This design comes from an exercise in tuning for small area on the open sky130 flow, not from production work. The RTL was checked by simulation tests, not by an equivalence proof against the original design. Power is estimated from default activity; no workload was simulated.

--- config.mk ---
export PLATFORM = sky130hd
export DESIGN_NAME = rapcore
export DESIGN_NICKNAME = rapcore
export VERILOG_FILES = /design/flow/design.v
export SDC_FILE = /design/flow/constraint.sdc
export NUM_CORES = 4
export LEC_CHECK = 0
export ABC_AREA = 1
export CAP_MARGIN = 20
export CORE_MARGIN = 2
export CORE_UTILIZATION = 65
export CTS_BUF_LIST = sky130_fd_sc_hd__clkbuf_8
export CTS_CLUSTER_DIAMETER = 70
export CTS_CLUSTER_SIZE = 16
export SLEW_MARGIN = 20
--- constraint.sdc ---
create_clock -name core_clock -period 10.0 [get_ports {CLK}]
set_input_delay 2.0000 -clock core_clock [delete_from_list [all_inputs] [get_ports {CLK}]]
set_output_delay 2.0000 -clock core_clock [all_outputs]
set_load 0.01 [all_outputs]
--- design.v ---
`default_nettype none
module rapcore (
    input  wire SCK,
    input  wire CS,
    input  wire COPI,
    output wire CIPO,
    output wire CHARGEPUMP,
    input  wire [0:0] analog_cmp1,
    output wire [0:0] analog_out1,
    input  wire [0:0] analog_cmp2,
    output wire [0:0] analog_out2,
    output wire [0:0] PHASE_A1,
    output wire [0:0] PHASE_A2,
    output wire [0:0] PHASE_B1,
    output wire [0:0] PHASE_B2,
    output wire [0:0] PHASE_A1_H,
    output wire [0:0] PHASE_A2_H,
    output wire [0:0] PHASE_B1_H,
    output wire [0:0] PHASE_B2_H,
    input  wire [0:0] ENC_B,
    input  wire [0:0] ENC_A,
    output wire BUFFER_DTR,
    output wire MOVE_DONE,
    input  wire HALT,
    input  wire [0:0] STEPINPUT,
    input  wire [0:0] DIRINPUT,
    input  wire [0:0] ENINPUT,
    output wire [0:0] STEPOUTPUT,
    output wire [0:0] ENOUTPUT,
    output wire [0:0] DIROUTPUT,
    input  resetn_in,
    input  CLK
);
  reg  [7:0] rst_cnt;
  wire       rstn = &rst_cnt;
  always @(posedge CLK)
    if (!resetn_in)  rst_cnt <= 8'd0;
    else if (!rstn)  rst_cnt <= rst_cnt + 8'd1;
  reg  [1:0] copi_s;
  reg  [1:0] cs_s;
  reg  [2:0] sck_s;
  reg  [2:0] txbit;
  reg  [7:0] rx_byte;
  reg        byte_pulse;    
  wire       cs_act   = ~cs_s[1];
  wire       sck_rise = ~sck_s[2] &  sck_s[1];
  wire       sck_fall =  sck_s[2] & ~sck_s[1];
  always @(posedge CLK) begin
    sck_s <= {sck_s[1:0], SCK};
    byte_pulse <= rstn & cs_act & sck_fall & (txbit == 3'd0);
    if (!rstn) begin
      copi_s  <= 2'b0;
      rx_byte <= 8'b0;
      txbit   <= 3'd7;
    end else begin
      copi_s <= {copi_s[0], COPI};
      cs_s   <= {cs_s[0], CS};
      if (cs_act) begin
        if (sck_rise)      rx_byte <= {rx_byte[6:0], copi_s[1]};
        else if (sck_fall) txbit   <= txbit - 3'd1;
      end else
        txbit <= 3'd7;
    end
  end
  reg  [2:0]  byte_count;
  reg  [63:0] wdr;
  reg         word_pulse;     
  always @(posedge CLK) begin
    word_pulse <= rstn & byte_pulse & (&byte_count);
    if (!rstn)
      byte_count <= 3'd0;
    else if (byte_pulse)
      byte_count <= byte_count + 3'd1;
    if (byte_pulse)
      wdr <= {rx_byte, wdr[63:8]};
  end
  reg step_in_r, dir_in_r, en_in_r;
  always @(posedge CLK) begin
    step_in_r <= STEPINPUT[0];
    dir_in_r  <= DIRINPUT[0];
    en_in_r   <= ENINPUT[0];
  end
  localparam [2:0] ST_IDLE = 3'b000, ST_OTHER = 3'b001, ST_MV1 = 3'b010,
                   ST_MV2 = 3'b011, ST_MV3 = 3'b111;
  reg  [2:0]  st;
  reg  [31:0] cfg_en, cfg_brake, cfg_div;
  reg  [31:0] send;
  reg         send_ext;      
  reg         send_valid;    
  reg         wmi;           
  reg  [1:0]  stepready;
  reg  [1:0]  mdir;          
  reg  [31:0] dur0, dur1;
  reg  [63:0] inc0, inc1;
  reg  signed [31:0] enc_count, enc_vel;
  reg  [31:0] tel_pos, tel_vel;
  reg         enc_faultn, stp_faultn;
  wire [9:0]  phase_angle;
  wire [7:0]  hdr      = wdr[63:56];
  wire        st_idle  = (st == ST_IDLE);
  wire        st_cfg   = st[2] & ~(st[1] & st[0]);
  wire        st_mv1   = (st == ST_MV1);
  wire        st_mv2   = (st == ST_MV2);
  wire        st_mv3   = (st == ST_MV3);
  wire        hdr_mv   = (hdr == 8'h01);
  wire        hdr_st   = (hdr == 8'hF1);
  wire        hdr_cf   = (hdr == 8'hF2);
  wire        idx_hi0  = ~|wdr[32:8];
  wire [7:0]  il       = wdr[7:0];
  wire s_ver  = idx_hi0 & (il == 8'd0);
  wire s_info = idx_hi0 & (il == 8'd1);
  wire s_ef   = idx_hi0 & (il == 8'd2);
  wire s_sf   = idx_hi0 & (il == 8'd3);
  wire s_pos  = idx_hi0 & (il == 8'd4);
  wire s_vel  = idx_hi0 & (il == 8'd68);
  wire s_ph   = idx_hi0 & (il == 8'd132);
  wire [31:0] status_val =
      ({32{s_ver}}  & 32'h01000300) |
      ({32{s_info}} & 32'h20200101) |
      {31'b0, (s_ef & enc_faultn) | (s_sf & stp_faultn)} |
      ({32{s_pos}}  & enc_count) |
      ({32{s_vel}}  & enc_vel) |
      ({32{s_ph}}   & {22'b0, phase_angle});
  wire c_rd   = idx_hi0 & (il[7:2] == 6'd0) & ~(il[1] & il[0]);
  wire [31:0] cfg_val =
      ({32{~il[1] & ~il[0]}} & cfg_en) |
      ({32{~il[1] &  il[0]}} & cfg_brake) |
      ({32{ il[1] & ~il[0]}} & cfg_div);
  wire rd_st  = st_idle & hdr_st;
  wire rd_cf  = st_idle & hdr_cf & c_rd;
  wire [31:0] send_d =
      ({32{rd_st}}  & status_val) |
      ({32{rd_cf}}  & cfg_val) |
      ({32{st_mv1}} & tel_pos) |
      ({32{st_mv2}} & tel_vel);
  wire send_ext_d = (rd_st & ((s_pos & enc_count[31]) | (s_vel & enc_vel[31]))) |
                    (st_mv1 & tel_pos[31]) | (st_mv2 & tel_vel[31]);
  always @(posedge CLK) begin
    if (word_pulse) begin
      send     <= send_d;
      send_ext <= send_ext_d;
    end
    if (!rstn) begin
      st         <= ST_IDLE;
      send_valid <= 1'b0;
      wmi        <= 1'b0;
      stepready  <= 2'b0;
      mdir       <= 2'b0;
    end else if (word_pulse) begin
      send_valid <= 1'b1;
      if (st_idle) begin
        if (hdr_mv) begin
          st <= ST_MV1;
          if (wmi) mdir[1] <= wdr[0]; else mdir[0] <= wdr[0];
        end else if (hdr_cf & (il <= 8'd2))
          st <= {1'b1, il[1:0]};
        else if (hdr != 8'h00)
          st <= ST_OTHER;
      end else if (st_mv1)
        st <= ST_MV2;
      else if (st_mv2)
        st <= ST_MV3;
      else begin
        st <= ST_IDLE;
        if (st_mv3) begin
          wmi <= ~wmi;
          if (wmi) stepready[1] <= ~stepready[1]; else stepready[0] <= ~stepready[0];
        end
      end
    end
  end
  wire        cfg_wr = word_pulse & st_cfg;
  wire [31:0] cfg_wd = wdr[31:0] & {32{rstn}};
  always @(posedge CLK) begin
    if (~rstn | (cfg_wr & (st[1:0] == 2'd0))) cfg_en    <= cfg_wd;
    if (~rstn | (cfg_wr & (st[1:0] == 2'd1))) cfg_brake <= cfg_wd;
    if (~rstn | (cfg_wr & (st[1:0] == 2'd2))) cfg_div   <= cfg_wd | {26'd0, ~rstn, 1'b0, ~rstn, 3'd0};
  end
  always @(posedge CLK) begin
    if (word_pulse & st_mv1 & ~wmi) dur0 <= wdr[31:0];
    if (word_pulse & st_mv1 &  wmi) dur1 <= wdr[31:0];
    if (word_pulse & st_mv2 & ~wmi) inc0 <= wdr;
    if (word_pulse & st_mv2 &  wmi) inc1 <= wdr;
  end
  reg  moveind;
  wire dir_o = (moveind ? mdir[1] : mdir[0]) ^ dir_in_r;
  wire en_o  = cfg_en[0] | en_in_r;
  assign STEPOUTPUT = step_in_r;
  assign DIROUTPUT  = dir_o;
  assign ENOUTPUT   = en_o;
  reg  [7:0] div_acc;
  reg        tick_q, tick_rise_q;
  wire       dda_tick  = (div_acc == cfg_div[7:0]);
  wire       tick_rise = dda_tick & ~tick_q;
  always @(posedge CLK) begin
    tick_q      <= dda_tick;
    tick_rise_q <= tick_rise;
    if (!rstn)         div_acc <= 8'd0;
    else if (dda_tick) div_acc <= 8'd0;
    else               div_acc <= div_acc + 8'd1;
  end
  reg        move_done, finishedmove;
  reg  [1:0] stepfinished;
  reg  [31:0] tdc;
  wire processing = moveind ? (stepfinished[1] ^ stepready[1]) : (stepfinished[0] ^ stepready[0]);
  wire loading    =  finishedmove & processing;
  wire executing  = ~finishedmove & processing;
  wire [32:0] tz;    
  assign tz[0] = 1'b1;
  genvar h, g;
  generate
    for (h = 0; h < 32; h = h + 1) begin : g_tdc
      assign tz[h+1] = tz[h] & ~tdc[h];
    end
  endgenerate
  wire tdc_zero   = tz[32];
  wire finish     = tdc_zero & executing;
  wire dda_step   = tick_rise & executing;     
  wire dda_dec    = tick_rise_q & executing;   
  always @(posedge CLK) begin
    if (loading)      tdc <= moveind ? dur1 : dur0;
    else if (dda_dec) tdc <= tdc ^ tz[31:0];
    if (!rstn) begin
      move_done    <= 1'b0;
      finishedmove <= 1'b1;
      stepfinished <= 2'b0;
      moveind      <= 1'b0;
    end else begin
      if (loading) finishedmove <= 1'b0;
      if (finish) begin
        finishedmove <= 1'b1;
        move_done    <= ~move_done;
        moveind      <= ~moveind;
        if (moveind) stepfinished[1] <= ~stepfinished[1];
        else         stepfinished[0] <= ~stepfinished[0];
      end
    end
  end
  assign MOVE_DONE  = move_done;
  assign BUFFER_DTR = ~((stepfinished[0] ^ stepready[0]) & (stepfinished[1] ^ stepready[1]));
  wire [63:0] inc_sel = moveind ? inc1 : inc0;
  rapcore_dda dda (
    .clk(CLK), .rstn(rstn), .loading(loading), .dda_step(dda_step),
    .inc_sel(inc_sel), .phase_angle(phase_angle));
  reg  [2:0]  a_s, b_s;
  reg  [31:0] velw;
  wire step_a = a_s[1] ^ a_s[2];
  wire step_b = b_s[1] ^ b_s[2];
  wire enc_step = step_a ^ step_b;
  wire enc_dir  = a_s[1] ^ b_s[2];
  wire [31:0] velw_inc = velw + 32'd1;
  wire [32:0] ct;
  assign ct[0] = enc_step;
  generate
    for (g = 0; g < 32; g = g + 1) begin : g_cnt
      assign ct[g+1] = ct[g] & ~(enc_count[g] ^ enc_dir);
    end
  endgenerate
  wire [31:0] count_nx = enc_count ^ ct[31:0];
  always @(posedge CLK) begin
    if (!rstn) begin
      enc_count  <= 32'd0;
      enc_vel    <= 32'd0;
      velw       <= 32'hFFFFFFFF;
      enc_faultn <= 1'b1;
      a_s        <= 3'b0;
      b_s        <= 3'b0;
    end else begin
      a_s  <= {a_s[1:0], ENC_A[0]};
      b_s  <= {b_s[1:0], ENC_B[0]};
      if (step_a & step_b) enc_faultn <= 1'b0;
      enc_count <= count_nx;
      if (enc_step) begin
        enc_vel   <= enc_dir ? velw_inc : ~velw;
        velw      <= 32'hFFFFFFFF;
      end else
        velw <= velw_inc;
    end
  end
  always @(posedge CLK)
    if (finishedmove) begin
      tel_pos <= enc_count;
      tel_vel <= enc_vel;
    end
  reg        ms_en;
  reg  [2:0] step_r;
  reg  [1:0] dir_r;
  reg  [7:0] phase_ct;
  wire [8:0] pt;
  assign pt[0] = (step_r == 3'b001);
  generate
    for (g = 0; g < 8; g = g + 1) begin : g_pct
      assign pt[g+1] = pt[g] & ~(phase_ct[g] ^ dir_r[1]);
    end
  endgenerate
  always @(posedge CLK) begin
    step_r <= {step_r[1:0], step_in_r};
    dir_r  <= {dir_r[0], dir_o};
    if (!rstn) begin
      ms_en    <= 1'b0;
      phase_ct <= 8'd0;
    end else begin
      ms_en <= en_o;
      phase_ct <= phase_ct ^ pt[7:0];
    end
  end
  reg  [9:0] off0, off1;
  reg        run0, run1, done0, done1;
  reg  [5:0] mo0, mo1;
  wire off0_z = (off0 == 10'd0);
  wire off1_z = (off1 == 10'd0);
  wire blank0_z = (mo0 <= 6'd27);
  wire blank1_z = (mo1 <= 6'd27);
  wire start0 = analog_cmp1[0] & blank0_z & off0_z;
  wire start1 = analog_cmp2[0] & blank1_z & off1_z;
  always @(posedge CLK) begin
    if (!rstn) begin
      off0 <= 10'd0; run0 <= 1'b0; done0 <= 1'b0;
      off1 <= 10'd0; run1 <= 1'b0; done1 <= 1'b0;
      mo0 <= 6'd0; mo1 <= 6'd0;
    end else begin
      if (start0) begin off0 <= 10'd810; run0 <= 1'b1; end
      else if (!off0_z) off0 <= off0 - 10'd1;
      else if (run0) done0 <= 1'b1;
      if (start1) begin off1 <= 10'd810; run1 <= 1'b1; end
      else if (!off1_z) off1 <= off1 - 10'd1;
      else if (run1) done1 <= 1'b1;
      if (done0) mo0 <= 6'd54; else if (mo0 != 6'd0) mo0 <= mo0 - 6'd1;
      if (done1) mo1 <= 6'd54; else if (mo1 != 6'd0) mo1 <= mo1 - 6'd1;
    end
    if (done0) begin run0 <= 1'b0; done0 <= 1'b0; end
    if (done1) begin run1 <= 1'b0; done1 <= 1'b0; end
  end
  wire fault0 = ~off0_z & (mo0 != 6'd0);
  wire fault1 = ~off1_z & (mo1 != 6'd0);
  always @(posedge CLK)
    if (!rstn)          stp_faultn <= 1'b1;
    else if (stp_faultn) stp_faultn <= ms_en ? ~(fault0 | fault1) : 1'b1;
  wire s1 = phase_ct[7];
  wire s2 = ~phase_ct[7];
  wire s3 = phase_ct[7] ^ phase_ct[6];
  wire s4 = ~(phase_ct[7] ^ phase_ct[6]);
  wire fast0 = (off0 >= 10'd706);
  wire fast1 = (off1 >= 10'd706);
  wire slow0 = ~off0_z & ~fast0;
  wire slow1 = ~off1_z & ~fast1;
  wire a1_h = ~slow0 & (fast0 ^ s1);
  wire a2_h = ~slow0 & (fast0 ^ s2);
  wire b1_h = ~slow1 & (fast1 ^ s3);
  wire b2_h = ~slow1 & (fast1 ^ s4);
  wire a1_l = slow0 | ~(fast0 ^ s1);
  wire a2_l = slow0 | ~(fast0 ^ s2);
  wire b1_l = slow1 | ~(fast1 ^ s3);
  wire b2_l = slow1 | ~(fast1 ^ s4);
  assign PHASE_A1   = a1_l | ~ms_en;
  assign PHASE_A2   = a2_l | ~ms_en;
  assign PHASE_B1   = b1_l | ~ms_en;
  assign PHASE_B2   = b2_l | ~ms_en;
  assign PHASE_A1_H = a1_h & stp_faultn & ms_en;
  assign PHASE_A2_H = a2_h & stp_faultn & ms_en;
  assign PHASE_B1_H = b1_h & stp_faultn & ms_en;
  assign PHASE_B2_H = b2_h & stp_faultn & ms_en;
  reg [4:0] cp_cnt;
  reg       cp;
  always @(posedge CLK)
    if (!rstn) begin
      cp_cnt <= 5'd0; cp <= 1'b0;
    end else if (cp_cnt == 5'd20) begin
      cp_cnt <= 5'd0; cp <= ~cp;
    end else
      cp_cnt <= cp_cnt + 5'd1;
  assign CHARGEPUMP = cp;
  reg  [6:0] pos_d;
  always @(posedge CLK) pos_d <= phase_ct[6:0];
  wire [5:0] ci1 = pos_d[6] ? pos_d[5:0] : ~pos_d[5:0];
  wire [5:0] ci2 = ~ci1;
  function is_tab(input [7:0] c);   
    is_tab =
      (c == 8'd6) |
      (c == 8'd13) |
      (c == 8'd19) |
      (c == 8'd25) |
      (c == 8'd31) |
      (c == 8'd37) |
      (c == 8'd44) |
      (c == 8'd50) |
      (c == 8'd56) |
      (c == 8'd62) |
      (c == 8'd68) |
      (c == 8'd74) |
      (c == 8'd80) |
      (c == 8'd86) |
      (c == 8'd92) |
      (c == 8'd98) |
      (c == 8'd103) |
      (c == 8'd109) |
      (c == 8'd115) |
      (c == 8'd120) |
      (c == 8'd126) |
      (c == 8'd131) |
      (c == 8'd136) |
      (c == 8'd142) |
      (c == 8'd147) |
      (c == 8'd152) |
      (c == 8'd157) |
      (c == 8'd162) |
      (c == 8'd167) |
      (c == 8'd171) |
      (c == 8'd176) |
      (c == 8'd180) |
      (c == 8'd185) |
      (c == 8'd189) |
      (c == 8'd193) |
      (c == 8'd197) |
      (c == 8'd201) |
      (c == 8'd205) |
      (c == 8'd208) |
      (c == 8'd212) |
      (c == 8'd215) |
      (c == 8'd219) |
      (c == 8'd222) |
      (c == 8'd225) |
      (c == 8'd228) |
      (c == 8'd231) |
      (c == 8'd233) |
      (c == 8'd236) |
      (c == 8'd238) |
      (c == 8'd240) |
      (c == 8'd242) |
      (c == 8'd244) |
      (c == 8'd246) |
      (c == 8'd247) |
      (c == 8'd249) |
      (c == 8'd250) |
      (c == 8'd251) |
      (c == 8'd252) |
      (c == 8'd253);
  endfunction
  reg [10:0] pwm_ctr;
  reg [6:0]  kc;
  wire       pw_lo  = pwm_ctr[10:8] == 3'd0;
  wire       pw_wrap = pwm_ctr > 11'd1024;
  wire [7:0] pc = pwm_ctr[7:0];
  wire [1:0] kdec = (pc == 8'd255) ? 2'd3 : (pc == 8'd254) ? 2'd2 : {1'b0, is_tab(pc)};
  always @(posedge CLK) begin
    if (!en_o)        pwm_ctr <= 11'd0;
    else if (pw_wrap) pwm_ctr <= 11'd0;
    else              pwm_ctr <= pwm_ctr + 11'd1;
    if (!en_o | pw_wrap) kc <= 7'd64;
    else if (pw_lo)      kc <= kc - {5'd0, kdec};
  end
  assign analog_out1 = en_o & pw_lo & ({1'b0, ci1} < kc);
  assign analog_out2 = en_o & pw_lo & ({1'b0, ci2} < kc);
  wire [4:0] bsel = {byte_count[1:0], txbit};
  wire tx_bit = byte_count[2] ? send_ext : send[bsel];
  assign CIPO = cs_act & send_valid & tx_bit;
endmodule
module rapcore_dda (
    input  wire        clk,
    input  wire        rstn,
    input  wire        loading,
    input  wire        dda_step,
    input  wire [63:0] inc_sel,
    output wire [9:0]  phase_angle
);
  reg  [63:0] incr;
  reg  [3:1]  ic;
  reg  [72:0] acc;
  reg  [3:1]  ac;
  wire        i_en = dda_step | loading;
  wire [63:0] i_a  = incr & {64{~loading}};
  wire [63:0] i_b  = inc_sel & {64{i_en}};
  wire [63:0] i_s;
  wire [4:0]  i_cin;    
  wire [4:1]  i_cout;   
  wire [3:0]  i_ones;   
  assign i_cin[0] = 1'b0;
  wire [72:0] incr_x = {{9{incr[63]}}, incr};
  wire [72:0] acc_s;
  wire [3:0]  a_cin;
  wire [4:1]  a_cout;
  assign a_cin[0] = 1'b0;
  genvar g, j;
  generate
    for (j = 0; j < 4; j = j + 1) begin : g_iblk
      wire [16:0] c;
      assign c[0] = i_cin[j];
      for (g = 0; g < 16; g = g + 1) begin : g_bit
        wire x = i_a[16*j+g], y = i_b[16*j+g];
        assign i_s[16*j+g] = x ^ y ^ c[g];
        assign c[g+1] = (x & y) | (c[g] & (x ^ y));
      end
      assign i_cout[j+1] = c[16];
      assign i_ones[j] = &incr[16*j+15:16*j];
      if (j > 0) begin : g_cin
        assign i_cin[j] = ~loading & (ic[j] | (i_cin[j-1] & i_ones[j-1]));
      end
    end
    for (j = 0; j < 4; j = j + 1) begin : g_ablk
      localparam integer LO = 18 * j;
      localparam integer W  = (j == 3) ? 19 : 18;
      wire [W:0] c;
      assign c[0] = a_cin[j];
      for (g = 0; g < W; g = g + 1) begin : g_bit
        wire x = acc[LO+g], y = incr_x[LO+g];
        assign acc_s[LO+g] = x ^ y ^ c[g];
        assign c[g+1] = (x & y) | (c[g] & (x ^ y));
      end
      assign a_cout[j+1] = c[W];
      if (j > 0) begin : g_cin
        assign a_cin[j] = ac[j];
      end
    end
  endgenerate
  always @(posedge clk) begin
    incr <= i_s;
    ic <= {3{dda_step}} & i_cout[3:1];
    if (!rstn) begin
      acc <= 73'd0;
      ac  <= 3'd0;
    end else if (dda_step) begin
      acc <= acc_s;
      ac  <= a_cout[3:1];
    end
  end
  wire ph_k1 = ac[1] & (&acc[35:18]);
  wire ph_k2 = (ac[2] | ph_k1) & (&acc[53:37]) & (acc[36] | (ac[2] & ph_k1));
  wire ph_k3 = (ac[3] | ph_k2) & (&acc[62:55]) & (acc[54] | (ac[3] & ph_k2));
  assign phase_angle = acc[72:63] + {9'd0, ph_k3};
endmodule
--- flow/run.sh ---
#!/bin/bash
# Layout flow: the standard synthesis; its combinational logic re-mapped by
# ABC for area (registers, adder cells and tie cells untouched); then the
# standard layout steps, with clock tree synthesis run without dummy loads.
set -euo pipefail
export CTS_ARGS="-sink_clustering_enable -repair_clock_nets -dont_use_dummy_load -sink_clustering_size 16 -sink_clustering_max_diameter 70 -buf_list sky130_fd_sc_hd__clkbuf_8"
bash standard.sh synth > synth.log 2>&1
R=orfs/results/sky130hd/rapcore/base
cp $R/1_2_yosys.v remap_in.v
export ABC_CONSTR=$PWD/orfs/objects/sky130hd/rapcore/base/abc.constr
yosys -c flow/remap.tcl > remap.log 2>&1
cp remap_out.v $R/1_2_yosys.v
bash standard.sh > layout.log 2>&1
--- flow/remap.tcl ---
# Re-map the combinational logic of the standard synthesis netlist with ABC
# for area. Flip-flops, adder cells and tie cells are kept as they are.
set lib $::env(FLOW_HOME)/platforms/sky130hd/lib/sky130_fd_sc_hd__tt_025C_1v80.lib
set dont_use {sky130_fd_sc_hd__lpflow_bleeder_1 sky130_fd_sc_hd__lpflow_clkbufkapwr_1 sky130_fd_sc_hd__lpflow_clkbufkapwr_16 sky130_fd_sc_hd__lpflow_clkbufkapwr_2 sky130_fd_sc_hd__lpflow_clkbufkapwr_4 sky130_fd_sc_hd__lpflow_clkbufkapwr_8 sky130_fd_sc_hd__lpflow_clkinvkapwr_1 sky130_fd_sc_hd__lpflow_clkinvkapwr_16 sky130_fd_sc_hd__lpflow_clkinvkapwr_2 sky130_fd_sc_hd__lpflow_clkinvkapwr_4 sky130_fd_sc_hd__lpflow_clkinvkapwr_8 sky130_fd_sc_hd__lpflow_decapkapwr_12 sky130_fd_sc_hd__lpflow_decapkapwr_3 sky130_fd_sc_hd__lpflow_decapkapwr_4 sky130_fd_sc_hd__lpflow_decapkapwr_6 sky130_fd_sc_hd__lpflow_decapkapwr_8 sky130_fd_sc_hd__lpflow_inputiso0n_1 sky130_fd_sc_hd__lpflow_inputiso0p_1 sky130_fd_sc_hd__lpflow_inputiso1n_1 sky130_fd_sc_hd__lpflow_inputiso1p_1 sky130_fd_sc_hd__lpflow_inputisolatch_1 sky130_fd_sc_hd__lpflow_isobufsrc_1 sky130_fd_sc_hd__lpflow_isobufsrc_16 sky130_fd_sc_hd__lpflow_isobufsrc_2 sky130_fd_sc_hd__lpflow_isobufsrc_4 sky130_fd_sc_hd__lpflow_isobufsrc_8 sky130_fd_sc_hd__lpflow_isobufsrckapwr_16 sky130_fd_sc_hd__lpflow_lsbuf_lh_hl_isowell_tap_1 sky130_fd_sc_hd__lpflow_lsbuf_lh_hl_isowell_tap_2 sky130_fd_sc_hd__lpflow_lsbuf_lh_hl_isowell_tap_4 sky130_fd_sc_hd__lpflow_lsbuf_lh_isowell_4 sky130_fd_sc_hd__lpflow_lsbuf_lh_isowell_tap_1 sky130_fd_sc_hd__lpflow_lsbuf_lh_isowell_tap_2 sky130_fd_sc_hd__lpflow_lsbuf_lh_isowell_tap_4 sky130_fd_sc_hd__probe_p_8 sky130_fd_sc_hd__probec_p_8 }
set du_args {}
foreach c $dont_use { lappend du_args -dont_use $c }
yosys read_liberty -ignore_miss_func $lib
yosys setattr -mod -set keep_hierarchy 1 sky130_fd_sc_hd__fa_1 sky130_fd_sc_hd__ha_1
yosys setattr -mod -set blackbox 1 sky130_fd_sc_hd__dfxtp_1 sky130_fd_sc_hd__edfxtp_1 sky130_fd_sc_hd__conb_1
yosys read_verilog remap_in.v
yosys hierarchy -top rapcore
yosys flatten
yosys opt_clean
yosys abc -liberty $lib {*}$du_args -constr $::env(ABC_CONSTR) -D 10000 -script "+strash;&get,-n;&st;&dch;&nf,-a;&put;topo;stime,-c;buffer,-c;upsize,-c;dnsize,-c"
yosys setattr -mod -set blackbox 1 sky130_fd_sc_hd__fa_1 sky130_fd_sc_hd__ha_1
yosys splitnets
yosys opt_clean -purge
yosys hilomap -singleton -hicell sky130_fd_sc_hd__conb_1 HI -locell sky130_fd_sc_hd__conb_1 LO
yosys insbuf -buf sky130_fd_sc_hd__buf_4 A X
yosys opt_clean -purge
yosys tee -o remap_stat.txt stat -liberty $lib
yosys write_verilog -noattr -nohex -nodec remap_out.v
--- standard.sh ---
#!/bin/bash
# synth_recipe.tcl (not shown) runs the flow's synth.tcl, then flattens the netlist and writes it again
# the make line also repeats each setting of config.mk as NAME=value (left out here)
make -C /OpenROAD-flow-scripts/flow DESIGN_CONFIG=/design/flow/config.mk WORK_HOME=/design/flow/orfs CLKGATE_MAP_FILE= SYNTH_SCRIPT=/design/flow/synth_recipe.tcl "${@:-finish}"
==> results of run 1 <==
[report_power, final]
group          switching, uW  internal (uW)
combinational           17.5           14.5
sequential              5.68           3720
clock                   1030            544
total                   1060           4280
[worst register-to-register path, delay by kind of cell (launching register included)]
family / cells / cell delay, ps
adder cells (fa/ha/maj): 18 / 7990
XOR/XNOR: 1 / 140
buffers and inverters: 2 / 140
flip-flops: 1 / 360
AND/OR/NAND/NOR: 1 / 140
AO/OA/AOI/OAI: 2 / 220
[registers in the layout, summed over array words and instances, names as in the netlist, 32 cells and up]
name	cells
tel_pos	32
cfg_en	32
dur0	32
cfg_brake	32
tel_vel	32
inc0	64
send	32
dda.incr	64
cfg_div	32
enc_vel	32
dda.acc	73
inc1	64
velw	32
wdr	64
enc_count	32
dur1	32
tdc	32
[final timing paths]
check / endpoint / cells after the start / from
worst min-delay path: sck_s[1]$_DFF_P_ / 0 / sck_s[0]$_DFF_P_
worst max-delay path: dda.acc[72]$_SDFFE_PN0P_ / 24 / dda.acc[54]$_SDFFE_PN0P_
worst min register to register: sck_s[1]$_DFF_P_ / 0 / sck_s[0]$_DFF_P_
worst max register to register: dda.acc[72]$_SDFFE_PN0P_ / 24 / dda.acc[54]$_SDFFE_PN0P_
[routing by layer]
metal | vias up | part of all wire [%]
met1 | 11200 | 45
met5 | - | 0
met3 | 112 | 5.2
li1 | 10700 | -
met4 | 0 | 2.2
met2 | 613 | 48
[metrics by stage]
| step | setup WS, ps | std cells |
|---|---|---|
| final | 971 | 3749 |
| after floorplan | 1160 | 3006 |
| after detailed placement | 898 | 3687 |
| after global placement | 994 | 3687 |
| after CTS | 876 | 3748 |
| after global routing | 480 | 3749 |
[cell type report]
class                      count  area (um^2)  area share, %
multi-input combinational   1888        14000           35.9
antenna                        1         2.50        0.00643
sequential                   867        22200           57.0
inverter                     116          437           1.12
timing repair buffer          60          520           1.34
clock buffer                  61          840           2.16
tap                          756          946           2.43
==> summary.txt, run 1 <==
fin crit share: 90.3%
commonest non-fill, non-tap cell in the layout: edfxtp_1
final hold vios: 0
RSZ-0062 raised after global routing: false
IO Pins: 30
critical path capture point type: flop
clk_skew: 70.4 ps
port bufs: 28
PD cells: 137 nW/um^2
max incr delay on CP: 470 ps
Fillers: 4114
initial antenna violation count: 1
met1 Usage GRT: 37.4%
crit path max fanout: 4
root buffer cell: clkbuf_8
antenna-violating nets left: 0
Crit Path Category: flop to flop
met3 track demand over resource: 3.10%
crit path launch type: flop
total grt overflow: 0
Final min period: 9030 ps
Post-Syn Nets: 3225
worst hold margin: 338 ps
clock latency on the worst-skew pair: 710 ps
Max Cap Violations: 0
CTS tree: yes
Max VDD drop: 0.000102 V
LEAKAGE: 0.0134 uW
vias: 22600
initial core utilization: 65.7%
via/cell ratio: 6.03
Area Overhead vs Synth: 5.24%
cell repeated most along the worst path: fa_1
WP data required: 10650 ps
status: no timing/DRC/antenna violations
Rel. slew slack: 34.3%
CTS H-tree depth: 2
placed inst area: 38100 um^2
largest net degree at the start of global routing: 77
most frequent cells in the layout: 483 x edfxtp_1, 381 x dfxtp_1, 255 x nand2_1
vias in the first global route: 22500
CTS Hold Bufs: 0
final setup vio count: 0
CP Cell Sequence: inv_1, fa_1, inv_1, fa_1, fa_1, fa_1, fa_1, fa_1, fa_1, fa_1, fa_1, fa_1, fa_1, fa_1, fa_1, fa_1, fa_1, fa_1, fa_1, fa_1, xnor2_1, nor2_1, o21ai_0, a21oi_1
fmax: 0.111 GHz
global route hottest layer: met2
met2 usage: 43.1%
DRC Markers: 0
row count: 87
Final Util: 69.2%
Hold Crit Class: flop to flop
Wirelength per Cell: 20.0 um
share of layout cells above drive strength 1: 5.98%
TritonCTS Buffers: 61
post-CTS resize count: 0
Reg clk slew, reported paths: 100 ps
cell count after synthesis: 3006
placer congestion estimate: 0.817
All-Layer GR Usage: 26.0%
Mapped Avg Cell Area: 12.3 um^2
Die Span X: 243 um
Die Area: 58800 um^2
post-DP HPWL: 50300 um
total power: 5340 uW
CP arrival: 9680 ps
Pins Over Slew Limit: 0
Bufs on Longest Clock Path: 3
final WL: 75100 um
first-pass GRT wire length: 122000 um
postcts setup bufs: 0
Worst R2R Setup Slack: 970 ps
family with the most delay on the worst path: adder cells
YS warnings: 2
router iterations before antenna repair: 7
core area: 56300 um^2
Worst-Margin Slew: 976 ps
WP buf/inv: 2
slowest stage cell, crit path: fa_1
final instance area: 38900 um^2
Post-Synthesis Cell Area: 37000 um^2
Die H: 243 um
Sink Count: 867
Initial DRC Count: 1983
TNS Setup: 0 ps
nets: 3213
==> inputs of run 2 (changes only) <==
--- a/flow/remap.tcl
+++ b/flow/remap.tcl
@@ -13,3 +13,3 @@
 yosys opt_clean
-yosys abc -liberty $lib {*}$du_args -constr $::env(ABC_CONSTR) -D 10000 -script "+strash;&get,-n;&st;&dch;&nf,-a;&put;topo;stime,-c;buffer,-c;upsize,-c;dnsize,-c"
+yosys abc -liberty $lib {*}$du_args -constr $::env(ABC_CONSTR) -D 10000 -script "+strash;dc2;&get,-n;&st;&dch;&nf,-a;&put;topo;stime,-c;buffer,-c;upsize,-c;dnsize,-c"
 yosys setattr -mod -set blackbox 1 sky130_fd_sc_hd__fa_1 sky130_fd_sc_hd__ha_1
--- a/config.mk
+++ b/config.mk
@@ -8,8 +8,5 @@
 export ABC_AREA = 1
-export CAP_MARGIN = 20
+export CAP_MARGIN = 0
 export CORE_MARGIN = 2
 export CORE_UTILIZATION = 65
-export CTS_BUF_LIST = sky130_fd_sc_hd__clkbuf_8
-export CTS_CLUSTER_DIAMETER = 70
-export CTS_CLUSTER_SIZE = 16
-export SLEW_MARGIN = 20
+export SLEW_MARGIN = 0
==> summary.txt, run 2 <==
final instance area: 38800 um^2 (-0.34%)
RSZ-0062 raised after global routing: false
CP arrival: 9710 ps (+30 ps)
Area Overhead vs Synth: 5.20% (about the same)
share of layout cells above drive strength 1: 5.05% (-0.93 points)
CP Cell Sequence: inv_1, fa_1, inv_1, fa_1, fa_1, fa_1, fa_1, fa_1, fa_1, fa_1, fa_1, fa_1, fa_1, fa_1, fa_1, fa_1, fa_1, fa_1, fa_1, fa_1, xnor2_1, nor2_1, o21ai_0, a21oi_1
PD cells: 137 nW/um^2 (+0.20%)
worst hold margin: 340 ps (+1.42 ps)
max incr delay on CP: 470 ps (about the same)
placed inst area: 38000 um^2 (-0.30%)
critical path capture point type: flop
Initial DRC Count: 1660 (-16%)
first-pass GRT wire length: 119000 um (-2.0%)
met3 wire length: 4060 um (+4.7%)
Max Cap Violations: 0 (unchanged)
Worst Slack Setup Final: 932 ps (-39.0 ps)
Worst Hold Path EP: dir_r[1]$_DFF_P_
vias in the first global route: 22300 (-0.93%)
Rel. slew slack: 25.5% (-8.9 points)
fin crit share: 90.7% (+0.39 points)
non-filler cells, final: 3744 (-0.13%)
FF-to-FF End: dda.acc[72]$_SDFFE_PN0P_
WL met1: 32600 um (-2.7%)
Comb power frac: 0.6% (about the same)
port bufs: 28 (unchanged)
cell count after synthesis: 3007 (+0.033%)
Sequential Power Share: 69.9% (about the same)
TritonCTS Buffers: 60 (-1.6%)
post-CTS resize count: 0 (unchanged)
final hold vios: 0 (unchanged)
Sw Share: 19.8% (+0.033 points)
core area: 56300 um^2 (unchanged)
placed insts: 3684 (-0.081%)
clock latency on the worst-skew pair: 720 ps (about the same)
crit path launch type: flop
Fillers: 4066 (-1.2%)
All-Layer GR Usage: 25.4% (-0.63 points)
router iterations before antenna repair: 5 (-2)
most frequent cells in the layout: 483 x edfxtp_1, 381 x dfxtp_1, 229 x nand2_1
Crit Path Category: flop to flop
placer congestion estimate: 0.893 (+9.4%)
cell repeated most along the worst path: fa_1
WP data required: 10640 ps (about the same)
TNS Setup: 0 ps (unchanged)
fmax: 0.110 GHz (-0.43%)
CP Launch Point: dda.acc[54]$_SDFFE_PN0P_
Hold Crit Class: flop to flop
commonest non-fill, non-tap cell in the layout: edfxtp_1
total grt overflow: 0 (unchanged)
antenna cells: 0 (-1)
clk_skew: 36.8 ps (-33.6 ps)
WHS Path Cells: 0 (unchanged)
CTS tree: yes
LEAKAGE: 0.0133 uW (-0.93%)
final WL: 73800 um (-1.7%)
Largest Register: dda.acc
final setup vio count: 0 (unchanged)
Mapped Avg Cell Area: 12.3 um^2 (-0.34%)
worst reg2reg path depth: 24 (unchanged)
crit path max fanout: 4 (unchanged)
DRC Markers: 0 (unchanged)
HP Start: dir_r[0]$_DFF_P_
Worst R2R Setup Slack: 930 ps (-40 ps)
largest net degree at the start of global routing: 128 (+66%)
postcts setup bufs: 0 (unchanged)
Wirelength per Cell: 19.7 um (-1.5%)
row count: 87 (unchanged)
Pins Over Slew Limit: 0 (unchanged)
initial antenna violation count: 1 (unchanged)
Max VDD drop: 0.000104 V (+2.1%)
via/cell ratio: 5.99 (-0.69%)
P_sw: 1060 uW (about the same)
cell internal power dissipation: 4270 uW (-0.18%)
vias: 22400 (-0.82%)
IO Pins: 30 (unchanged)
post-DP HPWL: 48800 um (-2.9%)
CTS Hold Bufs: 0 (unchanged)
Die Area: 58700 um^2 (-0.30%)
initial core utilization: 65.5% (-0.20 points)
Top Metal Used: met4
Die Span X: 242 um (-0.15%)
Clk network pwr share: 29.5% (about the same)
nets: 3209 (-0.12%)
Final min period: 9070 ps (+39.0 ps)
Worst-Margin Slew: 1120 ps (+139 ps)
Reg clk slew, reported paths: 110 ps (about the same)
Sink Count: 867 (unchanged)
Largest register FFs: 73 (unchanged)
Bufs on Longest Clock Path: 3 (unchanged)
worst slack, placed: 850 ps (-48.2 ps)
Die H: 242 um (-0.15%)
root buffer cell: clkbuf_8
Post-Syn Nets: 3226 (+0.031%)
status: no timing/DRC/antenna violations
slowest stage cell, crit path: fa_1
Critical R2R Launch: dda.acc[54]$_SDFFE_PN0P_
Post-Synthesis Cell Area: 36900 um^2 (-0.30%)
antenna-violating nets left: 0 (unchanged)
YS warnings: 2 (unchanged)
routed wl met2: 35700 um (-1.1%)
CTS H-tree depth: 2 (unchanged)
[run 2: changes by cell type in the layout (fill, tap and decap cells not counted), sizes merged, moves of 10 or more]
cell / previous run / this run
a21oi: 175 / 209
nand2: 257 / 230
mux2: 39 / 10
o211ai: 3 / 16
a21o: 1 / 12
xnor2: 71 / 61
or3: 22 / 12
nor2b: 10 / 41
and3: 20 / 37
a211oi: 28 / 38
and2: 127 / 95
nor2: 256 / 227
[run 2: critical path: cells and delay by family, from the launching register on]
family                   cells  cell delay (ps)
AO/OA/AOI/OAI                2              240
buffers and inverters        2              140
AND/OR/NAND/NOR              1              140
flip-flops                   1              350
adder cells (fa/ha/maj)     18             8020
XOR/XNOR                     1              130
[run 2: layout make-up]
cell class / count / area (um^2) / area share (%)
inverter: 126 / 474 / 1.22
tap: 756 / 946 / 2.44
timing repair buffer: 59 / 526 / 1.35
sequential: 867 / 22200 / 57.2
multi-input combinational: 1876 / 13800 / 35.6
clock buffer: 60 / 826 / 2.13
[run 2: worst max path at each step]
stage	slack (ps)	cells past startpoint	end
after floorplan	1160	24	dda.incr[31]$_DFF_P_
after global routing	490	24	dda.acc[72]$_SDFFE_PN0P_
final	930	24	dda.acc[72]$_SDFFE_PN0P_
after detailed placement	850	24	dda.acc[72]$_SDFFE_PN0P_
after global placement	960	24	dda.acc[72]$_SDFFE_PN0P_
after CTS	860	24	dda.acc[72]$_SDFFE_PN0P_
[run 2: power by group through the flow]
stage                     combinational (uW)  sequential [uW]  clock, uW
after floorplan                         21.1             3810          0
after global placement                  30.5             3810          0
after detailed placement                31.8             3810          0
after CTS                               32.1             3730       1620
after global routing                    35.8             3730       1740
final                                   32.3             3730       1570
[run 2: through the flow]
| step | utilization, % | power [uW] |
|---|---|---|
| 2_1_floorplan | - | 3830 |
| 3_3_place_gp | 67.5 | 3840 |
| 3_5_place_dp | 67.5 | 3840 |
| 4_1_cts | 68.9 | 5370 |
| 5_1_grt | 68.9 | 5500 |
| 6_report | 68.9 | 5330 |
[run 2: per-layer routing]
layer,vias up,GRT usage (%)
met5,-,0
met4,0,6.08
met3,110,3.30
met2,587,42.3
met1,11000,36.0
li1,10700,-
==> inputs of run 3 (changes only) <==
--- a/flow/run.sh
+++ b/flow/run.sh
@@ -5,2 +5,3 @@
 set -euo pipefail
+export BUFFER_PORTS_ARGS="-buffer_cell sky130_fd_sc_hd__buf_1"
 export CTS_ARGS="-sink_clustering_enable -repair_clock_nets -dont_use_dummy_load -sink_clustering_size 16 -sink_clustering_max_diameter 70 -buf_list sky130_fd_sc_hd__clkbuf_8"
==> summary.txt, run 3 <==
status: no timing/DRC/antenna violations
total grt overflow: 0 (unchanged)
max incr delay on CP: 490 ps (+20 ps)
first-pass GRT wire length: 120000 um (+0.75%)
cell count after synthesis: 3007 (unchanged)
Hold Crit Class: flop to flop
crit path launch type: flop
placer congestion estimate: 0.883 (-1.2%)
vias in the first global route: 22300 (+0.058%)
WHS Path Cells: 0 (unchanged)
initial antenna violation count: 1 (unchanged)
largest net degree at the start of global routing: 76 (-41%)
WP data required: 10640 ps (about the same)
worst reg2reg path depth: 24 (unchanged)
final setup vio count: 0 (unchanged)
postcts setup bufs: 0 (unchanged)
post-DP HPWL: 49400 um (+1.2%)
CP Cell Sequence: inv_1, fa_1, inv_1, fa_1, fa_1, fa_1, fa_1, fa_1, fa_1, fa_1, fa_1, fa_1, fa_1, fa_1, fa_1, fa_1, fa_1, fa_1, fa_1, fa_1, xnor2_1, nor2_1, o21ai_0, a21oi_1
placed insts: 3688 (+0.11%)
total power: 5340 uW (+0.16%)
PD cells: 138 nW/um^2 (+0.58%)
Crit Path Category: flop to flop
nets: 3213 (+0.12%)
Area Overhead vs Synth: 4.76%
Max Cap Violations: 0 (unchanged)
CTS tree: yes
TritonCTS Buffers: 60 (unchanged)
Worst-Margin Slew: 1100 ps (-20.2 ps)
via/cell ratio: 6.00 (+0.16%)
Post-Syn Nets: 3226 (unchanged)
Bufs on Longest Clock Path: 3 (unchanged)
FF/Latch Area: 22200 um^2 (unchanged)
final hold vios: 0 (unchanged)
WP buf/inv: 2 (unchanged)
non-filler cells, final: 3748 (+0.11%)
Largest register FFs: 73 (unchanged)
Final min period: 9090 ps (+24.5 ps)
CTS Hold Bufs: 0 (unchanged)
Fillers: 4102 (+0.89%)
multi-input combinational cell area: 13800 um^2 (about the same)
most frequent cells in the layout: 483 x edfxtp_1, 381 x dfxtp_1, 229 x nand2_1
post-CTS resize count: 0 (unchanged)
RSZ-0062 raised after global routing: false
critical path capture point type: flop
port bufs: 28 (unchanged)
Pins Over Slew Limit: 0 (unchanged)
IO Pins: 30 (unchanged)
TNS Setup: 0 ps (unchanged)
final WL: 74600 um (+1.1%)
Sink Count: 867 (unchanged)
All-Layer GR Usage: 25.6% (+0.21 points)
Largest Register: dda.acc
LEAKAGE: 0.0133 uW (-0.49%)
CTS H-tree depth: 2 (unchanged)
initial core utilization: 65.5% (unchanged)
clock latency on the worst-skew pair: 710 ps (about the same)
YS warnings: 2 (unchanged)
CP arrival: 9730 ps (+20 ps)
Mapped Avg Cell Area: 12.3 um^2 (unchanged)
crit path max fanout: 4 (unchanged)
vias: 22500 (+0.27%)
row count: 87 (unchanged)
router iterations before antenna repair: 6 (+1)
core area: 56300 um^2 (unchanged)
Initial DRC Count: 1714 (+3.3%)
Reg clk slew, reported paths: 100 ps (about the same)
Wirelength per Cell: 19.9 um (+0.97%)
share of layout cells above drive strength 1: 5.15% (+0.094 points)
antenna-violating nets left: 0 (unchanged)
Post-Synthesis Cell Area: 36900 um^2 (unchanged)
commonest non-fill, non-tap cell in the layout: edfxtp_1
Die H: 242 um (unchanged)
Die Span X: 242 um (unchanged)
Worst path depth: 24 (unchanged)
Rel. slew slack: 26.8% (+1.3 points)
fmax: 0.110 GHz (-0.27%)
clk_skew: 21.9 ps (-15.0 ps)
DRC Markers: 0 (unchanged)
slowest stage cell, crit path: fa_1
cell repeated most along the worst path: fa_1
fin crit share: 90.9% (+0.25 points)
worst hold margin: 339 ps (-0.838 ps)
root buffer cell: clkbuf_8
antenna cells: 0 (unchanged)
Die Area: 58700 um^2 (unchanged)
family with the most delay on the worst path: adder cells
Max VDD drop: 0.000110 V (+5.8%)
[run 3: cell count changes in the layout (fill, tap and decap cells not counted)]
cell	change
a21o_1	+1
a21o_2	-1
buf_1	+28
buf_12	-1
buf_4	+5
clkdlybuf4s50_1	-28
nor2b_2	+1
nor2b_4	-1
[run 3: final timing paths]
| check | slack, ps | end | start |
|---|---|---|---|
| max reg2reg | 910 | dda.acc[72]$_SDFFE_PN0P_ | dda.acc[54]$_SDFFE_PN0P_ |
| min | 340 | sck_s[1]$_DFF_P_ | sck_s[0]$_DFF_P_ |
| min reg2reg | 340 | sck_s[1]$_DFF_P_ | sck_s[0]$_DFF_P_ |
| max | 910 | dda.acc[72]$_SDFFE_PN0P_ | dda.acc[54]$_SDFFE_PN0P_ |
[run 3: layout make-up]
| type | instances | area share (%) |
|---|---|---|
| sequential | 867 | 57.5 |
| clock buffer | 60 | 2.14 |
| tap | 756 | 2.45 |
| inverter | 126 | 1.23 |
| multi-input combinational | 1876 | 35.8 |
| timing repair buffer | 63 | 0.952 |
[run 3: routing by layer]
layer	GRT usage, %	vias to the layer above	share of wire, %
li1	-	10700	-
met1	36.1	11100	45
met2	43.2	559	48
met3	3.29	96	5.0
met4	5.34	0	1.8
met5	0	-	0
[run 3: through the flow]
| step | utilization [%] | worst slack (ps) | cell area [um^2] |
|---|---|---|---|
| floorplan | - | 1160 | 36900 |
| global route | 68.6 | 516 | 38600 |
| finish | 68.6 | 908 | 38600 |
| CTS | 68.6 | 840 | 38600 |
| detailed placement | 67.2 | 869 | 37800 |
| global placement | 67.2 | 952 | 37800 |
[run 3: report_power, final]
group	total [uW]	internal (uW)	switching, uW
registers	3730	3720	4.67
clock network	1580	536	1050
logic	28.4	11.1	17.3
==> inputs of run 4 (changes only) <==
--- a/config.mk
+++ b/config.mk
@@ -10,3 +10,3 @@
 export CORE_MARGIN = 2
-export CORE_UTILIZATION = 65
+export CORE_UTILIZATION = 75
 export SLEW_MARGIN = 0
==> summary.txt, run 4 <==
status: no timing/DRC/antenna violations
DRC Markers: 0 (unchanged)
post-DP HPWL: 49400 um (about the same)
TNS Setup: 0 ps (unchanged)
first-pass GRT wire length: 117000 um (-2.4%)
router iterations before antenna repair: 6 (unchanged)
Post-Syn Nets: 3226 (unchanged)
root buffer cell: clkbuf_8
crit path max fanout: 4 (unchanged)
CP Cell Sequence: inv_1, fa_1, inv_1, fa_1, fa_1, fa_1, fa_1, fa_1, fa_1, fa_1, fa_1, fa_1, fa_1, fa_1, fa_1, fa_1, fa_1, fa_1, fa_1, fa_1, xnor2_1, nor2_1, o21ai_0, a21oi_1
antenna-violating nets left: 0 (unchanged)
Mapped Avg Cell Area: 12.3 um^2 (unchanged)
P_sw: 1040 uW (-2.8%)
fmax: 0.109 GHz (-0.81%)
total grt overflow: 0 (unchanged)
Worst-Margin Slew: 1020 ps (-70.8 ps)
worst slack, placed: 840 ps (-29.2 ps)
Max VDD drop: 0.000113 V (+2.4%)
core area: 48700 um^2 (-13%)
largest net degree at the start of global routing: 71 (-6.6%)
IO Pins: 30 (unchanged)
final setup vio count: 0 (unchanged)
LEAKAGE: 0.0133 uW (about the same)
Largest register FFs: 73 (unchanged)
FF-to-FF End: dda.acc[72]$_SDFFE_PN0P_
row count: 81 (-6.9%)
antenna cells: 0 (unchanged)
WP data required: 10630 ps (about the same)
CP arrival: 9790 ps (+60 ps)
Bufs on Longest Clock Path: 3 (unchanged)
CTS H-tree depth: 2 (unchanged)
critical path capture point type: flop
Reg clk slew, reported paths: 100 ps (about the same)
Die Span X: 226 um (-6.8%)
crit path launch type: flop
slowest stage cell, crit path: fa_1
Wirelength per Cell: 20.0 um (+0.19%)
YS warnings: 2 (unchanged)
final hold vios: 0 (unchanged)
commonest non-fill, non-tap cell in the layout: edfxtp_1
Sequential Power Share: 70.2% (+0.4 points)
placer congestion estimate: 0.848 (-4.0%)
final WL: 73000 um (-2.3%)
Area Overhead vs Synth: 4.43%
cell internal power dissipation: 4270 uW (about the same)
cell count after synthesis: 3007 (unchanged)
PD cells: 138 nW/um^2 (-0.25%)
Pins Over Slew Limit: 0 (unchanged)
RSZ-0062 raised after global routing: false
WHS Path Cells: 0 (unchanged)
share of layout cells above drive strength 1: 5.15% (unchanged)
Worst R2R Setup Slack: 830 ps (-70 ps)
CTS tree: yes
initial antenna violation count: 0 (-1)
vias: 22800 (+1.3%)
Worst Hold Path EP: dir_r[1]$_DFF_P_
Clk network pwr share: 29.2% (-0.4 points)
Initial DRC Count: 1886 (+10%)
nets: 3213 (unchanged)
fin crit share: 91.7% (+0.75 points)
initial core utilization: 75.6% (+10 points)
All-Layer GR Usage: 29.5% (+3.8 points)
Critical R2R Launch: dda.acc[54]$_SDFFE_PN0P_
cell repeated most along the worst path: fa_1
Rel. slew slack: 31.6% (+4.7 points)
via/cell ratio: 6.23 (+3.9%)
HP Start: dir_r[0]$_DFF_P_
vias in the first global route: 22500 (+0.90%)
worst reg2reg path depth: 24 (unchanged)
most frequent cells in the layout: 483 x edfxtp_1, 381 x dfxtp_1, 229 x nand2_1
Post-Synthesis Cell Area: 36900 um^2 (unchanged)
Largest Register: dda.acc
Crit Path Category: flop to flop
Sw Share: 19.6% (-0.44 points)
Die Area: 51000 um^2 (-13%)
Hold Crit Class: flop to flop
Die H: 226 um (-6.8%)
post-CTS resize count: 0 (unchanged)
postcts setup bufs: 0 (unchanged)
Comb power frac: 0.5% (about the same)
Max Cap Violations: 0 (unchanged)
CTS Hold Bufs: 0 (unchanged)
Sink Count: 867 (unchanged)
port bufs: 28 (unchanged)
max incr delay on CP: 480 ps (about the same)
TritonCTS Buffers: 60 (unchanged)
clock latency on the worst-skew pair: 700 ps (about the same)
clk_skew: 42.2 ps (+20.3 ps)
Final min period: 9170 ps (+74.7 ps)
Worst Slack Setup Final: 833 ps (-74.7 ps)
run 4: cell type report:
type                            count  area (um^2)
Multi-Input combinational cell   1876        13800
Inverter                          126          473
Fill cell                        2951        10200
Sequential cell                   867        22200
Tap cell                          664          831
Clock buffer                       60          826
Timing Repair Buffer               63          368
run 4: power groups by stage:
stage / registers (uW) / logic, uW / clock network, uW
global route: 3730 / 32.1 / 1700
CTS: 3730 / 28.0 / 1580
global placement: 3810 / 26.7 / 0
floorplan: 3810 / 21.1 / 0
detailed placement: 3810 / 27.8 / 0
finish: 3730 / 28.2 / 1550
run 4: critical path, delay by kind of cell, from the launching register on:
| family | cells | cell delay [ps] |
|---|---|---|
| adders and majority gates | 18 | 8030 |
| DFF | 1 | 350 |
| AOI/OAI and AO/OA | 2 | 280 |
| buffers and inverters | 2 | 140 |
| xor gates and xnor gates | 1 | 140 |
| and+or+nand+nor | 1 | 140 |
run 4: per-layer routing:
layer | part of all wire [%] | wire (um) | GRT usage [%] | vias to the layer above
met3 | 6.6 | 4850 | 4.72 | 118
met2 | 50 | 36400 | 50.1 | 761
met4 | 2.0 | 1460 | 7.18 | 0
met1 | 41 | 30300 | 40.2 | 11200
li1 | - | - | - | 10700
met5 | 0 | 0 | 0 | -
run 4: metrics by stage:
step / hold WS [ps] / power [uW] / utilization (%) / instances / area [um^2]
finish: 343 / 5310 / 79.0 / 3656 / 38500
global route: 357 / 5460 / 79.0 / 3656 / 38500
CTS: 344 / 5330 / 79.0 / 3656 / 38500
detailed placement: 320 / 3840 / 77.3 / 3596 / 37700
global placement: 317 / 3830 / 77.3 / 3596 / 37700
floorplan: 310 / 3830 / - / 3007 / 36900
run 4: worst max-delay path by stage:
stage                              startpoint                        to  cells past startpoint
floorplan           finishedmove$_SDFFE_PP1P_      dda.incr[31]$_DFF_P_                     24
detailed placement   dda.acc[54]$_SDFFE_PN0P_  dda.acc[72]$_SDFFE_PN0P_                     24
finish               dda.acc[54]$_SDFFE_PN0P_  dda.acc[72]$_SDFFE_PN0P_                     24
CTS                  dda.acc[54]$_SDFFE_PN0P_  dda.acc[72]$_SDFFE_PN0P_                     24
global placement     dda.acc[54]$_SDFFE_PN0P_  dda.acc[72]$_SDFFE_PN0P_                     24
global route         dda.acc[54]$_SDFFE_PN0P_  dda.acc[72]$_SDFFE_PN0P_                     24
==> inputs of run 5 (changes only) <==
--- a/flow/run.sh
+++ b/flow/run.sh
@@ -6,3 +6,3 @@
 export BUFFER_PORTS_ARGS="-buffer_cell sky130_fd_sc_hd__buf_1"
-export CTS_ARGS="-sink_clustering_enable -repair_clock_nets -dont_use_dummy_load -sink_clustering_size 16 -sink_clustering_max_diameter 70 -buf_list sky130_fd_sc_hd__clkbuf_8"
+export CTS_ARGS="-sink_clustering_enable -repair_clock_nets -dont_use_dummy_load -sink_clustering_size 18 -sink_clustering_max_diameter 75 -buf_list sky130_fd_sc_hd__clkbuf_8"
 bash standard.sh synth > synth.log 2>&1
--- a/config.mk
+++ b/config.mk
@@ -10,3 +10,3 @@
 export CORE_MARGIN = 2
-export CORE_UTILIZATION = 75
+export CORE_UTILIZATION = 65
 export SLEW_MARGIN = 0
==> summary.txt, run 5 <==
Max Cap Violations: 0 (unchanged)
Bufs on Longest Clock Path: 3 (unchanged)
status: no timing/DRC/antenna violations
post-DP HPWL: 49400 um (about the same)
RSZ-0062 raised after global routing: false
multi-input combinational cell area: 13800 um^2 (about the same)
fin crit share: 91.0% (-0.66 points)
total power: 5270 uW (-0.66%)
Die H: 242 um (+7.3%)
Worst-Margin Slew: 1100 ps (+74.5 ps)
clk_skew: 49.7 ps (+7.57 ps)
first-pass GRT wire length: 120000 um (+2.2%)
Max VDD drop: 0.000117 V (+3.9%)
router iterations before antenna repair: 6 (unchanged)
TNS Setup: 0 ps (unchanged)
row count: 87 (+7.4%)
vias in the first global route: 22200 (-1.3%)
Post-Syn Nets: 3226 (unchanged)
Post-Synthesis Cell Area: 36900 um^2 (unchanged)
WP data required: 10610 ps (-20 ps)
critical path capture point type: flop
final setup vio count: 0 (unchanged)
Wirelength per Cell: 19.9 um (-0.45%)
final hold vios: 0 (unchanged)
fmax: 0.110 GHz (+0.72%)
Mapped Avg Cell Area: 12.3 um^2 (unchanged)
clock latency on the worst-skew pair: 710 ps (about the same)
Pins Over Slew Limit: 0 (unchanged)
Initial DRC Count: 1651 (-12%)
cell repeated most along the worst path: fa_1
max incr delay on CP: 490 ps (about the same)
commonest non-fill, non-tap cell in the layout: edfxtp_1
share of layout cells above drive strength 1: 4.96% (-0.19 points)
root buffer cell: clkbuf_8
LEAKAGE: 0.0132 uW (-0.35%)
via/cell ratio: 5.97 (-4.2%)
CTS tree: yes
largest net degree at the start of global routing: 76 (+7.0%)
All-Layer GR Usage: 25.6% (-3.9 points)
slowest stage cell, crit path: fa_1
nets: 3207 (-0.19%)
initial core utilization: 65.5% (-10 points)
postcts setup bufs: 0 (unchanged)
Sink Count: 867 (unchanged)
placer congestion estimate: 0.883 (+4.1%)
FF/Latch Area: 22200 um^2 (unchanged)
CP Cell Sequence: inv_1, fa_1, inv_1, fa_1, fa_1, fa_1, fa_1, fa_1, fa_1, fa_1, fa_1, fa_1, fa_1, fa_1, fa_1, fa_1, fa_1, fa_1, fa_1, fa_1, xnor2_1, nor2_1, o21ai_0, a21oi_1
YS warnings: 2 (unchanged)
CTS Hold Bufs: 0 (unchanged)
most frequent cells in the layout: 483 x edfxtp_1, 381 x dfxtp_1, 229 x nand2_1
Largest register FFs: 73 (unchanged)
crit path max fanout: 4 (unchanged)
CP arrival: 9710 ps (-80 ps)
TritonCTS Buffers: 54 (-10%)
initial antenna violation count: 2 (+2)
Final min period: 9100 ps (-65.7 ps)
crit path launch type: flop
core area: 56300 um^2 (+15%)
Hold Crit Class: flop to flop
IO Pins: 30 (unchanged)
cell count after synthesis: 3007 (unchanged)
Largest Register: dda.acc
Crit Path Category: flop to flop
antenna-violating nets left: 0 (unchanged)
post-CTS resize count: 0 (unchanged)
Die Area: 58700 um^2 (+15%)
Area Overhead vs Synth: 4.55%
Rel. slew slack: 26.4% (-5.1 points)
Reg clk slew, reported paths: 110 ps (about the same)
CTS H-tree depth: 2 (unchanged)
PD cells: 137 nW/um^2 (-0.77%)
vias: 22400 (-1.9%)
Fillers: 4126 (+40%)
DRC Markers: 0 (unchanged)
total grt overflow: 0 (unchanged)
port bufs: 28 (unchanged)
final WL: 74400 um (+1.9%)
Die Span X: 242 um (+7.3%)
==> run 5: layer usage <==
metal | track usage [%] | vias up | routed length [um]
li1 | - | 10700 | -
met4 | 6.12 | 0 | 1530
met5 | 0 | - | 0
met3 | 2.73 | 101 | 3510
met1 | 36.0 | 11000 | 33200
met2 | 43.3 | 556 | 36100
==> run 5: through the flow <==
step | instances | setup slack [ps] | hold slack, ps | instance area [um^2] | util, %
2_1_floorplan | 3007 | 1160 | 310 | 36900 | -
3_3_place_gp | 3688 | 952 | 316 | 37800 | 67.2
3_5_place_dp | 3688 | 869 | 314 | 37800 | 67.2
4_1_cts | 3742 | 817 | 344 | 38500 | 68.5
5_1_grt | 3743 | 493 | 347 | 38500 | 68.5
6_report | 3744 | 899 | 343 | 38600 | 68.5
==> run 5: area by class of cell <==
class                           instances  share of cell area (%)
Multi-Input combinational cell       1876                    35.8
Clock buffer                           54                    1.93
Timing Repair Buffer                   63                   0.954
Tap cell                              756                    2.45
Antenna cell                            2                  0.0130
Inverter                              126                    1.23
Sequential cell                       867                    57.6
==> run 5: report_power, final <==
| part | internal, uW | total [uW] | leakage (uW) | switching (uW) |
|---|---|---|---|---|
| clock network | 485 | 1520 | 0.000388 | 1030 |
| logic | 11.1 | 28.3 | 0.00570 | 17.3 |
| registers | 3720 | 3730 | 0.00712 | 4.71 |
| total | 4220 | 5270 | 0.0132 | 1050 |
==> run 5: final timing paths <==
check                           startpoint                       end  slack (ps)  cells past startpoint
setup / recovery  dda.acc[54]$_SDFFE_PN0P_  dda.acc[72]$_SDFFE_PN0P_         900                     24
hold / removal            sck_s[0]$_DFF_P_          sck_s[1]$_DFF_P_         340                      0
setup reg to reg  dda.acc[54]$_SDFFE_PN0P_  dda.acc[72]$_SDFFE_PN0P_         900                     24
hold reg to reg           sck_s[0]$_DFF_P_          sck_s[1]$_DFF_P_         340                      0
==> run 5: worst max-delay path: cells and delay by family, from the launching register on <==
| kind | cells | cell delay [ps] |
|---|---|---|
| adder cells (fa/ha/maj) | 18 | 8010 |
| buffers and inverters | 2 | 140 |
| AO/OA/AOI/OAI | 2 | 240 |
| flip-flops | 1 | 360 |
| AND/OR/NAND/NOR | 1 | 140 |
| XOR/XNOR | 1 | 140 |
==> inputs of run 6 (changes only) <==
--- a/design.v
+++ b/design.v
@@ -128,16 +128,18 @@
       ({32{ il[1] & ~il[0]}} & cfg_div);
-  wire rd_st  = st_idle & hdr_st;
-  wire rd_cf  = st_idle & hdr_cf & c_rd;
+  wire rd_st  = word_pulse & st_idle & hdr_st;
+  wire rd_cf  = word_pulse & st_idle & hdr_cf & c_rd;
+  wire ld_mv1 = word_pulse & st_mv1;
+  wire ld_mv2 = word_pulse & st_mv2;
   wire [31:0] send_d =
+      ({32{~word_pulse}} & send) |
       ({32{rd_st}}  & status_val) |
       ({32{rd_cf}}  & cfg_val) |
-      ({32{st_mv1}} & tel_pos) |
-      ({32{st_mv2}} & tel_vel);
-  wire send_ext_d = (rd_st & ((s_pos & enc_count[31]) | (s_vel & enc_vel[31]))) |
-                    (st_mv1 & tel_pos[31]) | (st_mv2 & tel_vel[31]);
+      ({32{ld_mv1}} & tel_pos) |
+      ({32{ld_mv2}} & tel_vel);
+  wire send_ext_d = (~word_pulse & send_ext) |
+                    (rd_st & ((s_pos & enc_count[31]) | (s_vel & enc_vel[31]))) |
+                    (ld_mv1 & tel_pos[31]) | (ld_mv2 & tel_vel[31]);
   always @(posedge CLK) begin
-    if (word_pulse) begin
-      send     <= send_d;
-      send_ext <= send_ext_d;
-    end
+    send     <= send_d;
+    send_ext <= send_ext_d;
     if (!rstn) begin
@@ -207,4 +209,6 @@
   wire executing  = ~finishedmove & processing;
+  wire dda_step   = tick_rise & executing;     
+  wire dda_dec    = tick_rise_q & executing;   
   wire [32:0] tz;    
-  assign tz[0] = 1'b1;
+  assign tz[0] = dda_dec;
   genvar h, g;
@@ -215,9 +219,7 @@
   endgenerate
-  wire tdc_zero   = tz[32];
+  wire tdc_zero   = ~|tdc;
   wire finish     = tdc_zero & executing;
-  wire dda_step   = tick_rise & executing;     
-  wire dda_dec    = tick_rise_q & executing;   
   always @(posedge CLK) begin
-    if (loading)      tdc <= moveind ? dur1 : dur0;
-    else if (dda_dec) tdc <= tdc ^ tz[31:0];
+    if (loading) tdc <= moveind ? dur1 : dur0;
+    else         tdc <= tdc ^ tz[31:0];
     if (!rstn) begin
--- a/flow/run.sh
+++ b/flow/run.sh
@@ -6,3 +6,3 @@
 export BUFFER_PORTS_ARGS="-buffer_cell sky130_fd_sc_hd__buf_1"
-export CTS_ARGS="-sink_clustering_enable -repair_clock_nets -dont_use_dummy_load -sink_clustering_size 18 -sink_clustering_max_diameter 75 -buf_list sky130_fd_sc_hd__clkbuf_8"
+export CTS_ARGS="-sink_clustering_enable -repair_clock_nets -dont_use_dummy_load -sink_clustering_size 16 -sink_clustering_max_diameter 70 -buf_list sky130_fd_sc_hd__clkbuf_8"
 bash standard.sh synth > synth.log 2>&1
==> summary.txt, run 6 <==
via/cell ratio: 6.10 (+2.2%)
Reg clk slew, reported paths: 110 ps (about the same)
YS warnings: 2 (unchanged)
final instance area: 38200 um^2 (-0.80%)
Initial DRC Count: 1936 (+17%)
Wirelength per Cell: 20.7 um (+4.2%)
total grt overflow: 0 (unchanged)
total power: 5300 uW (+0.59%)
Largest Register: dda.acc
All-Layer GR Usage: 27.2% (+1.6 points)
clock latency on the worst-skew pair: 720 ps (about the same)
postcts setup bufs: 0 (unchanged)
row count: 86 (-1.1%)
post-CTS resize count: 0 (unchanged)
Die H: 241 um (-0.54%)
Die Area: 58000 um^2 (-1.1%)
Max VDD drop: 0.000112 V (-4.3%)
root buffer cell: clkbuf_8
initial antenna violation count: 1 (-1)
TritonCTS Buffers: 60 (+11%)
final WL: 77600 um (+4.4%)
post-DP HPWL: 51600 um (+4.5%)
fmax: 0.111 GHz (+0.78%)
antenna cells: 0 (-2)
status: no timing/DRC/antenna violations
LEAKAGE: 0.0139 uW (+5.3%)
Hold Crit Class: flop to flop
cell internal power dissipation: 4230 uW (+0.33%)
Pins Over Slew Limit: 0 (unchanged)
Crit Path Category: flop to flop
CP arrival: 9690 ps (-20 ps)
TNS Setup: 0 ps (unchanged)
router iterations before antenna repair: 8 (+2)
final setup vio count: 0 (unchanged)
share of layout cells above drive strength 1: 5.26% (+0.30 points)
commonest non-fill, non-tap cell in the layout: dfxtp_1
Sequential Power Share: 69.6% (-1.1 points)
first-pass GRT wire length: 123000 um (+2.6%)
Largest register FFs: 73 (unchanged)
Mapped Avg Cell Area: 12.1 um^2 (-1.4%)
WP data required: 10660 ps (+50 ps)
cell count after synthesis: 3015 (+0.27%)
PD cells: 139 nW/um^2 (+1.4%)
Rel. slew slack: 19.7% (-6.7 points)
largest net degree at the start of global routing: 81 (+6.6%)
Area Overhead vs Synth: 4.86%
routed wl met2: 37700 um (+4.4%)
Max Cap Violations: 0 (unchanged)
WL met1: 33700 um (+1.4%)
family with the most delay on the worst path: adder cells
CTS H-tree depth: 2 (unchanged)
P_sw: 1070 uW (+1.6%)
nets: 3223 (+0.50%)
CP Cell Sequence: inv_1, fa_1, inv_1, fa_1, fa_1, fa_1, fa_1, fa_1, fa_1, fa_1, fa_1, fa_1, fa_1, fa_1, fa_1, fa_1, fa_1, fa_1, fa_1, fa_1, xnor2_1, nor2_1, o21ai_0, a21oi_1
Sw Share: 20.2% (+0.20 points)
CTS tree: yes
met3 wire length: 4770 um (+36%)
Top Metal Used: met4
initial core utilization: 65.9% (+0.42 points)
antenna-violating nets left: 0 (unchanged)
Worst-Margin Slew: 1200 ps (+97.9 ps)
Post-Syn Nets: 3232 (+0.19%)
clk_skew: 48.9 ps (-0.801 ps)
core area: 55300 um^2 (-1.7%)
crit path launch type: flop
slowest stage cell, crit path: fa_1
placed inst area: 37400 um^2 (-1.0%)
Post-Synthesis Cell Area: 36500 um^2 (-1.1%)
CTS Hold Bufs: 0 (unchanged)
most frequent cells in the layout: 446 x dfxtp_1, 418 x edfxtp_1, 280 x nand2_1
critical path capture point type: flop
run 6: cell types whose count changed in the layout (fill, tap and decap cells not counted), sizes merged, moves of 33 or more:
cell    delta
dfxtp     +65
nand2     +51
a21oi     -53
nor2b     -33
and2      +34
edfxtp    -65
run 6: area by class of cell:
| type | instances | area [um^2] |
|---|---|---|
| clock buffers | 60 | 826 |
| fillers | 4073 | 17100 |
| inverters | 119 | 447 |
| multi-input cells | 1895 | 14100 |
| flip-flops and latches | 867 | 21500 |
| well taps | 748 | 936 |
| repair buffers | 63 | 368 |
run 6: layer usage:
metal | up-vias | track usage, %
met4 | 0 | 6.00
met1 | 11300 | 38.0
li1 | 10800 | -
met3 | 109 | 3.91
met2 | 677 | 45.8
met5 | - | 0
run 6: worst reg2reg max path, delay by kind of cell, from the launching register on:
| family | cells | cell delay (ps) |
|---|---|---|
| compound gates | 2 | 230 |
| flops | 1 | 350 |
| xor+xnor | 1 | 140 |
| fa+ha+maj | 18 | 8000 |
| buf+inv | 2 | 140 |
| simple gates | 1 | 130 |
run 6: through the flow:
stage          worst slack [ps]  util (%)
5_1_grt                     467      69.1
3_5_place_dp                901      67.7
2_1_floorplan              1180         -
3_3_place_gp                966      67.7
6_report                    970      69.1
4_1_cts                     893      69.1
run 6: path summary, 6_finish.rpt:
| check | startpoint | endpoint | slack, ps | depth (start not counted) |
|---|---|---|---|---|
| worst max register to register | dda.acc[54]$_SDFFE_PN0P_ | dda.acc[72]$_SDFFE_PN0P_ | 970 | 24 |
| worst max-delay path | dda.acc[54]$_SDFFE_PN0P_ | dda.acc[72]$_SDFFE_PN0P_ | 970 | 24 |
| worst min-delay path | sck_s[0]$_DFF_P_ | sck_s[1]$_DFF_P_ | 340 | 0 |
| worst min register to register | sck_s[0]$_DFF_P_ | sck_s[1]$_DFF_P_ | 340 | 0 |
run 6: power groups by stage:
stage	logic, uW	clock network [uW]	registers [uW]
3_5_place_dp	28.4	0	3770
4_1_cts	28.6	1620	3690
6_report	28.7	1580	3690
5_1_grt	32.6	1740	3690
2_1_floorplan	20.3	0	3770
3_3_place_gp	27.1	0	3770

Re-timed with assumed drivers on the ports (clkbuf_16 on the clock, buf_2 on other inputs), run 6 has 0.970 ns of setup slack against 0.970 ns with ideal ports, and 0.970 ns once port delays also move by the mid clock arrival of 0.760 ns.
